This is an optimization exercise on Yosys and OpenROAD, whose aim is small area, a short achievable clock period and few clock cycles per item, not a production implementation. In this exercise RTL edits were held to simulation tests only and were not proved equivalent to the original. No activity file was given, so power comes from the tool's default toggle rates.

Design alu, start of the top module:
module alu(
    input wire clk,
    input wire reset,
    input wire start,
    input wire [1:0] op_select,    
    input wire [15:0] op1,
    input wire [7:0] op2,
    output reg [15:0] res,
    output reg done
);
    wire [15:0] mx, my;
    mul8s_tree u_mul (.a(op1[7:0]), .b(op2), .x(mx), .y(my));
    wire [15:0] sum;
    addsub u_add (.mul(op_select[1]), .sub(op_select[0]), .a(op1), .b(op2),
                  .mx(mx), .my(my), .y(sum));
    reg        busy;         
    reg  [7:0] rem_r;        
    reg  [3:0] q_r;          
    always @(posedge clk or posedge reset)
        if (reset) busy <= 1'b0;
        else       busy <= start & op_select[1] & op_select[0];
    wire [3:0] n = busy ? op1[3:0] : op1[7:4];
    wire [7:0] rem [0:4];
    wire [3:0] q;
    assign rem[0] = busy ? rem_r : op1[15:8];
    genvar i;
    generate
        for (i = 0; i < 4; i = i + 1) begin : rows
            divrow u (.t({rem[i], n[3-i]}), .d(op2), .c(q[3-i]), .r(rem[i+1]));
        end
    endgenerate
    always @(posedge clk) begin
        rem_r <= rem[4];
        q_r   <= q;
    end
    always @(*) begin
        if (op_select == 2'b11) begin
            res  = {q_r, q, rem[4]};
            done = busy;
        end else begin
            res  = sum;
            done = 1'b1;
        end
    end
endmodule
For scale: ~830 cells after synthesis, roughly 46 I/O pins, about 4500 um2 of cells after synthesis.
clock: 14.0 ns
lec_check: 0
cap_margin: 20
core_margin: 2
core_utilization: 40
slew_margin: 20
standard.sh (not shown) runs the stock make flow with config.mk's settings and CLKGATE_MAP_FILE= SYNTH_SCRIPT=/design/flow/synth_recipe.tcl, a recipe that flattens the netlist after the stock synthesis.
==> flow/flow/run.sh <==
#!/bin/bash
# Layout flow: the standard synthesis, then the combinational logic re-mapped
# by ABC (flip-flops untouched), then the standard ORFS flow from floorplan on.
# Each tool's output goes to a log file of its own in the work folder.
set -euo pipefail
W=$(pwd)
F=$W/flow
R=$W/orfs/results/${FLOW_PLATFORM}/alu/base
ABC_D=$(cat $F/abc_delay_ps)
bash standard.sh synth > $W/log_1_standard_synth.txt 2>&1
cp $R/1_2_yosys.v $W/standard_1_2_yosys.v
DU=$(make -s -C $FLOW_HOME DESIGN_CONFIG=$FLOW_CONFIG WORK_HOME=$W/orfs print-DONT_USE_CELLS | sed 's/^DONT_USE_CELLS: //')
printf 'set_driving_cell sky130_fd_sc_hd__buf_1\nset_load 5\n' > $W/abc.constr
sed "s/{D}/-D $ABC_D/g" $F/s.abc > $W/resynth.abc
RS_IN=$W/standard_1_2_yosys.v RS_OUT=$W/resynth.v \
  RS_LIB=$FLOW_HOME/platforms/${FLOW_PLATFORM}/lib/sky130_fd_sc_hd__tt_025C_1v80.lib \
  RS_DONTUSE="$DU" RS_D=$ABC_D RS_SCRIPT=$W/resynth.abc RS_CONSTR=$W/abc.constr \
  yosys -c $F/resynth.tcl > $W/log_2_resynth.txt 2>&1
cp $W/resynth.v $R/1_2_yosys.v
rm -f $R/1_synth.odb $R/1_synth.sdc
if [[ -f $F/orfs_env ]]; then source $F/orfs_env; fi
bash standard.sh finish > $W/log_3_standard_finish.txt 2>&1
==> flow/flow/resynth.tcl <==
# Re-map the combinational logic of the standard synthesis netlist with ABC.
# The flip-flops are left as they are (same instances, names and cell types).
# env: RS_IN (netlist in), RS_OUT (netlist out), RS_LIB, RS_DONTUSE, RS_D (ABC delay target, ps),
#      RS_SCRIPT (optional ABC script)
yosys -import
set lib $::env(RS_LIB)
set du {}
foreach c $::env(RS_DONTUSE) { lappend du -dont_use $c }
read_liberty -ignore_miss_func $lib
# keep the sequential and tie cells as black boxes
foreach m [split [string trim [tee -q -s result.string select -list-mod sky130_fd_sc_hd__df* sky130_fd_sc_hd__conb_*]] "\n"] {
  blackbox $m
}
read_verilog $::env(RS_IN)
hierarchy -top alu
flatten alu
select -module alu
opt -purge
select -clear
hierarchy -top alu
set abc_args [list -liberty $lib {*}$du -D $::env(RS_D)]
if {[info exists ::env(RS_SCRIPT)] && $::env(RS_SCRIPT) ne ""} { lappend abc_args -script $::env(RS_SCRIPT) }
if {[info exists ::env(RS_CONSTR)] && $::env(RS_CONSTR) ne ""} { lappend abc_args -constr $::env(RS_CONSTR) }
abc {*}$abc_args
opt_clean -purge
hilomap -singleton -hicell sky130_fd_sc_hd__conb_1 HI -locell sky130_fd_sc_hd__conb_1 LO
splitnets
opt_clean -purge
tee -o $::env(RS_OUT).stat stat -liberty $lib
write_verilog -noattr -noexpr -nohex -nodec $::env(RS_OUT)
Other scripts of this flow, unchanged in this note and not shown: flow/flow/abc_delay_ps, flow/flow/orfs_env, flow/flow/s.abc
Testbench counts at the start, summed over its fixed seeds: cycles 9,972, ops 8,000.
==> next run, changes <==
--- a/flow/flow/run.sh
+++ b/flow/flow/run.sh
@@ -18 +18 @@
-  yosys -c $F/resynth.tcl > $W/log_2_resynth.txt 2>&1
+  RS_KEEP_FA=$(cat $F/keep_fa 2>/dev/null || echo 0) yosys -c $F/resynth.tcl > $W/log_2_resynth.txt 2>&1
==> flow/flow/keep_fa (new file) <==
1
--- a/flow/flow/resynth.tcl
+++ b/flow/flow/resynth.tcl
@@ -15,0 +16,14 @@
+# Keep the full-adder cells that no flip-flop feeds (the multiplier's tree) as they are.
+if {[info exists ::env(RS_KEEP_FA)] && $::env(RS_KEEP_FA)} {
+  set fh [open $::env(RS_IN) r]; set ntxt [read $fh]; close $fh
+  set fft [lsort -unique [regexp -all -inline {sky130_fd_sc_hd__df[a-z0-9_]+} $ntxt]]
+  set ffsel {}
+  set rules {}
+  foreach m $fft { lappend ffsel "alu/t:$m"; append rules ":-${m}\[D,RESET_B,SET_B\]" }
+  select -set ffs {*}$ffsel
+  select -set regcone @ffs %co*$rules
+  select -set keepfa alu/t:sky130_fd_sc_hd__fa_1 @regcone %d
+  select -count @keepfa
+  setattr -set keep_hierarchy 1 @keepfa
+  select -clear
+}
@@ -25,0 +40,3 @@
+if {[info exists ::env(RS_KEEP_FA)] && $::env(RS_KEEP_FA)} {
+  blackbox sky130_fd_sc_hd__fa_1
+}
CTS_BUF_LIST = sky130_fd_sc_hd__clkbuf_4   (was default)
The new run produced a clean layout.
Combinational power goes down by 8.4%.
Cell area goes down by 4.2%.
Sequential share of layout area goes up by 0.24 points.
Non-clock buffer count goes down by 1.
Power goes down by about 11%.
Wire length goes down by 8.7%.
Global-route usage goes down by 1.3 points.
Cell count goes down by 10%.
Count of clock-buffer cells in the layout stays the same.
Setup slack is worse by 0.27 ns.
Clock skew goes down by 0.0059 ns.
==> next run, changes <==
--- a/flow/flow/run.sh
+++ b/flow/flow/run.sh
@@ -18 +18 @@
-  RS_KEEP_FA=$(cat $F/keep_fa 2>/dev/null || echo 0) yosys -c $F/resynth.tcl > $W/log_2_resynth.txt 2>&1
+  yosys -c $F/resynth.tcl > $W/log_2_resynth.txt 2>&1
--- a/flow/flow/resynth.tcl
+++ b/flow/flow/resynth.tcl
@@ -16,14 +15,0 @@
-# Keep the full-adder cells that no flip-flop feeds (the multiplier's tree) as they are.
-if {[info exists ::env(RS_KEEP_FA)] && $::env(RS_KEEP_FA)} {
-  set fh [open $::env(RS_IN) r]; set ntxt [read $fh]; close $fh
-  set fft [lsort -unique [regexp -all -inline {sky130_fd_sc_hd__df[a-z0-9_]+} $ntxt]]
-  set ffsel {}
-  set rules {}
-  foreach m $fft { lappend ffsel "alu/t:$m"; append rules ":-${m}\[D,RESET_B,SET_B\]" }
-  select -set ffs {*}$ffsel
-  select -set regcone @ffs %co*$rules
-  select -set keepfa alu/t:sky130_fd_sc_hd__fa_1 @regcone %d
-  select -count @keepfa
-  setattr -set keep_hierarchy 1 @keepfa
-  select -clear
-}
@@ -40,3 +25,0 @@
-if {[info exists ::env(RS_KEEP_FA)] && $::env(RS_KEEP_FA)} {
-  blackbox sky130_fd_sc_hd__fa_1
-}
CORE_UTILIZATION = 60   (was 40)
CTS_CLUSTER_DIAMETER = 300   (was default)
CTS_CLUSTER_SIZE = 30   (was default)
PLACE_DENSITY = 0.7   (was default)
removed: flow/flow/keep_fa
Via count grows by about 20%.
Critical path depth goes down by 4.
Sequential share of layout area falls by 0.11 points.
Register-to-register slack gets better by 0.03 ns.

==> port drivers added, routing unchanged <==
How much do the figures lean on ideal ports? The routed layouts below were timed once more, with nothing changed but the port constraints. Step 1, drivers: a clkbuf_16 drives clk and a buf_2 each remaining input, both assumed. Step 2 also shifts input and output timing later by t, the mid clock arrival at the registers, as if the neighbouring blocks saw the same clock. Slacks: no drivers / after step 1 / after step 2; pairs: no drivers / after step 1.
run	t (ns)	setup slack, ns	slew at the worst register clock pin (ns)	pins driven straight from the clock port
the first run	0.285	2.158 / 2.138 / 2.138	0.06 / 0.06	1
the second run	0.315	1.893 / 1.872 / 1.872	0.09 / 0.09	1
the third run	0.310	1.887 / 1.860 / 1.860	0.09 / 0.09	1
After both steps setup and hold are still met in every run listed. For the third run, which loses most, drivers alone change the setup slack by -0.027 ns; drivers and shift together by -0.027 ns.
